Source: an optimization exercise on an open RTL-to-GDS flow (aim: small area, a short achievable clock period and few clock cycles). Production flows keep margins and buffers that such runs may drop.
The RTL was checked by simulation tests, not by an equivalence proof against the original design.
Power and IR drop assume default switching activity.

File: flow/design.v
module filter2d(
                input           clk,
                input           rstn,
                input           start,
                output reg      finish,
                output          cs,
                output          we,
                output [16:0]   addr,
                output [7:0]    din,
                input  [7:0]    dout,
                input           h_write,
                input  [3:0]    h_idx,
                input  [7:0]    h_data   
);
reg       on_proc;
reg [3:0] cnt;
reg [7:0] cnt_x;
reg [7:0] cnt_y;
always @(posedge clk or negedge rstn) begin
    if (!rstn) begin
        on_proc <= 1'b0;
        cnt     <= 1'b0;
        cnt_x   <= 1'b0;
        cnt_y   <= 1'b0;
        finish  <= 1'b0;
    end else begin
        if (start == 1'b1) on_proc <= 1'b1;
        else if ((cnt == 11) && (cnt_x == 255) && (cnt_y == 255)) on_proc <= 1'b0;
        if (on_proc == 1'b1) begin
            cnt <= (cnt == 11) ? 0 : cnt+1;
            if (cnt == 11) begin
                cnt_x <= (cnt_x == 255) ? 0 : cnt_x+1;
                if (cnt_x == 255) begin
                    cnt_y <= (cnt_y == 255) ? 0 : cnt_y+1;
                end
            end
        end
        finish <= ((cnt == 11) && (cnt_x == 255) && (cnt_y == 255));
    end
end
reg [15:0] rd_addr;
wire       mem_rd = (cnt >= 0) && (cnt <= 8) && (on_proc == 1'b1);
always @(*) begin
    case(cnt)  
        4'd0:    rd_addr = (cnt_y-1)*256 + cnt_x-1;
        4'd1:    rd_addr = (cnt_y-1)*256 + cnt_x;
        4'd2:    rd_addr = (cnt_y-1)*256 + cnt_x+1;
        4'd3:    rd_addr = (cnt_y  )*256 + cnt_x-1;
        4'd4:    rd_addr = (cnt_y  )*256 + cnt_x;
        4'd5:    rd_addr = (cnt_y  )*256 + cnt_x+1;
        4'd6:    rd_addr = (cnt_y+1)*256 + cnt_x-1;
        4'd7:    rd_addr = (cnt_y+1)*256 + cnt_x;
        4'd8:    rd_addr = (cnt_y+1)*256 + cnt_x+1;
        default: rd_addr = 'bx;
    endcase
end
reg [7:0] pd;
wire pd_en = (cnt >= 1) && (cnt <= 9);  
always @(posedge clk or negedge rstn) begin
    if (!rstn) begin
        pd <= 0;
    end else begin
        if (pd_en == 1'b1) pd <= dout;
    end
end
reg signed [7:0] h[0:8];
always @(posedge clk or negedge rstn) begin
    if (!rstn) begin
        h[0] <= 8'h08;
        h[1] <= 8'h10;
        h[2] <= 8'h08;
        h[3] <= 8'h10;
        h[4] <= 8'h20;
        h[5] <= 8'h10;
        h[6] <= 8'h08;
        h[7] <= 8'h10;
        h[8] <= 8'h08;
    end else begin
        if (h_write == 1'b1) begin
            h[h_idx] <= h_data;
        end
    end
end
wire signed [7:0]  coeff = h[cnt-2];
wire signed [15:0] mul   = pd *coeff;
reg  signed [19:0] acc;
wire signed [19:0] acc_in = (cnt == 1) ? 0 : mul + acc;
reg                acc_en;
always @(*) begin
    acc_en = 1'b0;
    case(cnt)
        4'd 1: acc_en =  1'b1;
        4'd 2: if((cnt_y >   0) && (cnt_x >   0)) acc_en = 1'b1;
        4'd 3: if( cnt_y >   0                  ) acc_en = 1'b1;
        4'd 4: if((cnt_y >   0) && (cnt_x < 255)) acc_en = 1'b1;
        4'd 5: if( cnt_x >   0                  ) acc_en = 1'b1;
        4'd 6:                                    acc_en = 1'b1;
        4'd 7: if( cnt_x < 255                  ) acc_en = 1'b1;
        4'd 8: if((cnt_y < 255) && (cnt_x >   0)) acc_en = 1'b1;
        4'd 9: if( cnt_y < 255                  ) acc_en = 1'b1;
        4'd10: if((cnt_y < 255) && (cnt_x < 255)) acc_en = 1'b1;
        default:                                  acc_en = 1'b0;
    endcase
end
always @(posedge clk or negedge rstn) begin
    if (!rstn) begin
        acc <= 'b0;
    end else begin
        if (acc_en == 1'b1) acc <= acc_in;
    end
end
wire [19:0] pd_rnd_1 = acc + (1<<6);
wire [12:0] pd_rnd   = pd_rnd_1[19:7];
wire [7:0]  pd_out   = (pd_rnd <   0) ? 0
                     : (pd_rnd > 255) ? 255
                     :  pd_rnd[7:0];
assign din = pd_out;
wire mem_wr = (cnt == 11);
wire [16:0] wr_addr = cnt_y * 256 + cnt_x + 256*256;
assign cs = mem_rd | mem_wr;
assign we = mem_wr;
assign addr = (mem_rd == 1'b1) ? rd_addr : wr_addr;
endmodule
File: flow/run.sh
#!/bin/bash
# synth_recipe.tcl (not shown) runs the flow's synth.tcl, then flattens the netlist and writes it again
# the make line also repeats each setting of config.mk as NAME=value (left out here)
make -C /OpenROAD-flow-scripts/flow DESIGN_CONFIG=/design/flow/config.mk WORK_HOME=/design/flow/orfs CLKGATE_MAP_FILE= SYNTH_SCRIPT=/design/flow/synth_recipe.tcl finish
File: flow/config.mk
export PLATFORM = sky130hd
export DESIGN_NAME = filter2d
export DESIGN_NICKNAME = filter2d
export VERILOG_FILES = /design/flow/design.v
export SDC_FILE = /design/flow/constraint.sdc
export NUM_CORES = 4
export LEC_CHECK = 0
export CAP_MARGIN = 20
export CORE_MARGIN = 2
export CORE_UTILIZATION = 40
export SLEW_MARGIN = 20
File: flow/constraint.sdc
create_clock -name core_clock -period 10.0 [get_ports {clk}]
set_input_delay 2.0000 -clock core_clock [delete_from_list [all_inputs] [get_ports {clk}]]
set_output_delay 2.0000 -clock core_clock [all_outputs]
set_load 0.01 [all_outputs]
==> summary.md <==
| Metric | Value |
|---|---|
| Outcome | complete, no violations |
| Slew @ Worst Pin | ~1200 ps |
| Seq. cell area | about 0.0031 mm2 |
| DRC violation total after the first TritonRoute iteration | 646 |
| CP peak stage delay | between 600 and 700 ps |
| Tot Pwr | 3.36 mW |
| # rows | 58 |
| First-pass GRT wire length | between 40 and 50 mm |
| R2r worst-path depth | 29 |
| Max frequency | 0.116 GHz |
| P_sw | between 1.5 and 2 mW |
| Warnings, synthesis | 2 |
| Flop and latch count out of synthesis | ~120 |
| Global route overflow | 0 |
| Die Area | around 0.027 mm2 |
| Share of synthesized flip-flops with an asynchronous set or reset | 1.00 |
| ANT nets after route | 0 |
| Peak supply drop | 0.302 mV |
| Port bufs | 51 |
| Worst Setup Start Kind | flip-flop |
| Core Area | 0.0252 mm2 |
| Most frequent cells in the layout | dfrtp_1 (113), nor2_1 (105), nand2_1 (95) |
| Drt via density | 5.73 |
| Clock-pin transition on the worst setup and hold timing paths | ~70 ps |
| Largest net degree at the start of global routing | 80 |
| Unrepaired setup endpoints after global routing | no |
| Comb power frac | 0.609 |
| Final Hold Viols | 0 |
| # H-tree levels | 4 |
| Placer Congestion | 0.898 |
| Worst Setup EP | acc[19] |
| CTS Buffer Depth | 2 |
| Layout cells sized above 1 | 0.126 |
| Postcts setup bufs | 0 |
| Most common cell after layout, fill and taps aside | dfrtp_1 |
| # fillers | ~2,400 |
| Multi-input gate area in the final layout | 0.00664 mm2 |
| # nets final | about 1,300 |
| Worst path depth | 29 |
| Vias in the first global route | just over 8,000 |
| Area delta synth->final | 13.3% |
| Die Width | around 160 um |
| Post-route minimum period | approximately 8600 ps |
| Worst Skew | roughly 12 ps |
| # diodes | 0 |
| CP max-delay cell | dfrtp_1 |
| Post-synth EDFFs | 0 |
| R2R Path Start | cnt[2] |
| Die height | between 150 and 200 um |
| Critical Path AT | 8930 ps |
| Final Max Slew Viols | 0 |
| Period utilisation layout | 0.863 |
| CP Buf/Inv Count | 5 |
| Clock power share | 0.184 |
| Final setup fails | 0 |
| Resized cells post-CTS | 0 |
| Crit path max-delay family | adder cells |
| Root buf cell | clkbuf_16 |
| Mapped Area | between 0.01 and 0.015 mm2 |
| Via count | ~8,700 |
| First-pass DRT Iterations | 6 |
| Worst EP required | between 10,000 and 15,000 ps |
| Initial antenna violation count | 0 |
| DR WL/cell | between 15 and 20 um |
| Core Util, Final | 0.461 |
| Hold Crit Class | reg -> reg |
| Worst-Skew Late Latency | around 430 ps |
| Kind of critical path | reg -> reg |
| Setup tns final | 0 ps |
| Flop2flop setup slack | roughly 1400 ps |
| Sequential share of the synthesized area | 0.299 |
| Worst flop-to-flop path endpoint | acc[19] |
| GRT Util Overall | 0.208 |
| Hold_buf cts | 0 |
| Synth cell types | 71 |
| TritonCTS buffer count | 17 |
| Initial core utilization | 0.407 |
| Syn_area_per_cell | 8.93 um2 |
| Slew headroom | 0.196 |
| CP Max Fanout | 20 |
| Crit path top cell by count | inv_1 |
| Critical path origin | cnt[2] |
| Flop pwr share | 0.206 |
| Syn Nets | between 1,000 and 1,500 |
| Cell internal pwr | roughly 1.9 mW |
| Boundary Pins | 52 |
| Sw frac | 0.448 |
| Critical path capture point type | flip-flop |
| DRC | 0 |
| Cells after Synth | approximately 1,100 |
| Detail Placement HPWL | 19.6 mm |
| Leakage power | 5.09 nW |
| TritonCTS clock tree | built |
| Synth Flop Type | dfrtp_1 |
| CTS sink count | around 120 |
| Max-Cap Viols | 0 |
| Detailed Route WL | ~27 mm |
| PwrDens | a little under 300 mW/mm2 |
==> metrics by stage <==
stage	instance area [um2]	hold WS (ps)	cells	worst slack (ps)
after floorplan	10200	450	1146	2510
after global placement	11000	466	1482	1410
after detailed placement	11000	476	1482	1210
after CTS	11600	490	1514	1180
after global routing	11600	517	1515	623
final	11600	487	1515	1370
==> final cells by class <==
cell class / count / share of cell area
repair buffers: 61 / 0.0520
multi-input cells: 889 / 0.572
inverters: 81 / 0.0262
well taps: 330 / 0.0356
clock buffers: 17 / 0.0367
flip-flops and latches: 122 / 0.264
clock inverters: 15 / 0.0133
==> power groups by stage <==
stage	logic, mW	registers, mW	clock network (mW)
after floorplan	1.62	0.669	0
after global placement	2.02	0.697	0
after detailed placement	2.04	0.701	0
after CTS	2.06	0.692	0.628
after global routing	2.34	0.708	0.646
final	2.05	0.693	0.619
==> cell families after synthesis <==
family	share of synthesized area
DFF	0.299
muxes	0.0865
AOI/OAI and AO/OA	0.181
buffers and inverters	0.0532
adders and majority gates	0.157
and+or+nand+nor	0.176
xor gates and xnor gates	0.0470
==> Yosys cell counts (all sizes together), types with 8 or more instances <==
cell type,count,share of area
xnor2,35,0.030
o21ai,82,0.040
fa,37,0.072
dfrtp,113,0.28
a21oi,43,0.021
a31oi,9,0.0055
a22o,14,0.012
nor2b,10,0.0061
buf,14,0.0088
and3,21,0.013
xor2,20,0.017
dfstp,9,0.023
o31ai,20,0.015
a22oi,19,0.014
clkbuf,40,0.015
inv,78,0.029
or2,10,0.0061
nand2,95,0.035
o211ai,9,0.0066
nor3,26,0.014
a211oi,13,0.0095
nor2,106,0.039
a221oi,11,0.0094
nand3,26,0.013
or3,19,0.012
nand4,14,0.0086
nand3b,8,0.0059
mux2,76,0.084
a21o,12,0.0088
ha,69,0.084
o22ai,9,0.0055
==> sequential cells by signal (all words and copies together) (netlist names) <==
name,flops
h,72
cnt,4
pd,8
acc,20
cnt_y,8
on_proc,1
cnt_x,8
finish,1
==> metal layers <==
layer / part of all wire / GRT usage
met1: 0.47 / 0.283
met4: 0.013 / 0.0598
met5: 0 / 0
met3: 0.042 / 0.0298
met2: 0.48 / 0.345
==> how the worst min path moves through the flow <==
stage | depth (start not counted) | from | end | slack (ps)
3_5_place_dp | 2 | acc[2] | acc[2] | 480
4_1_cts | 2 | acc[2] | acc[2] | 490
2_1_floorplan | 2 | acc[2] | acc[2] | 450
5_1_grt | 1 | h[8][0] | h[8][0] | 520
6_report | 2 | acc[0] | acc[0] | 490
3_3_place_gp | 2 | acc[2] | acc[2] | 470
==> worst min-delay path, delay by kind of cell, from the launching register on <==
kind,cells,cell delay (ps)
AO/OA/AOI/OAI,1,60
flip-flops,1,350
AND/OR/NAND/NOR,1,50
Testbench counts, summed over its fixed seeds: cycles 6,291,464.

[static timing again, ports no longer ideal]
How much do the figures lean on ideal ports? The routed layout below was timed once more, with nothing changed but the port constraints.
Step 1, drivers: a clkbuf_16 drives clk and a buf_2 each remaining input, both assumed.
Step 2 times the ports against the registers' clock, not the clock port: input delays grow and output delays shrink by t, the midpoint of the rising clock arrivals with the driver on.
Slacks: ideal / step 1 / step 2; pairs: ideal / step 1.
shift t [ns]: 0.473
setup WS [ns]: 1.374 / 1.374 / 1.374
worst setup path at the end: register to register
cell pins on the clock port's net: 1
After both steps this run still meets setup and hold. For this run, drivers alone change the setup slack by 0.000 ns; drivers and shift together by 0.000 ns.
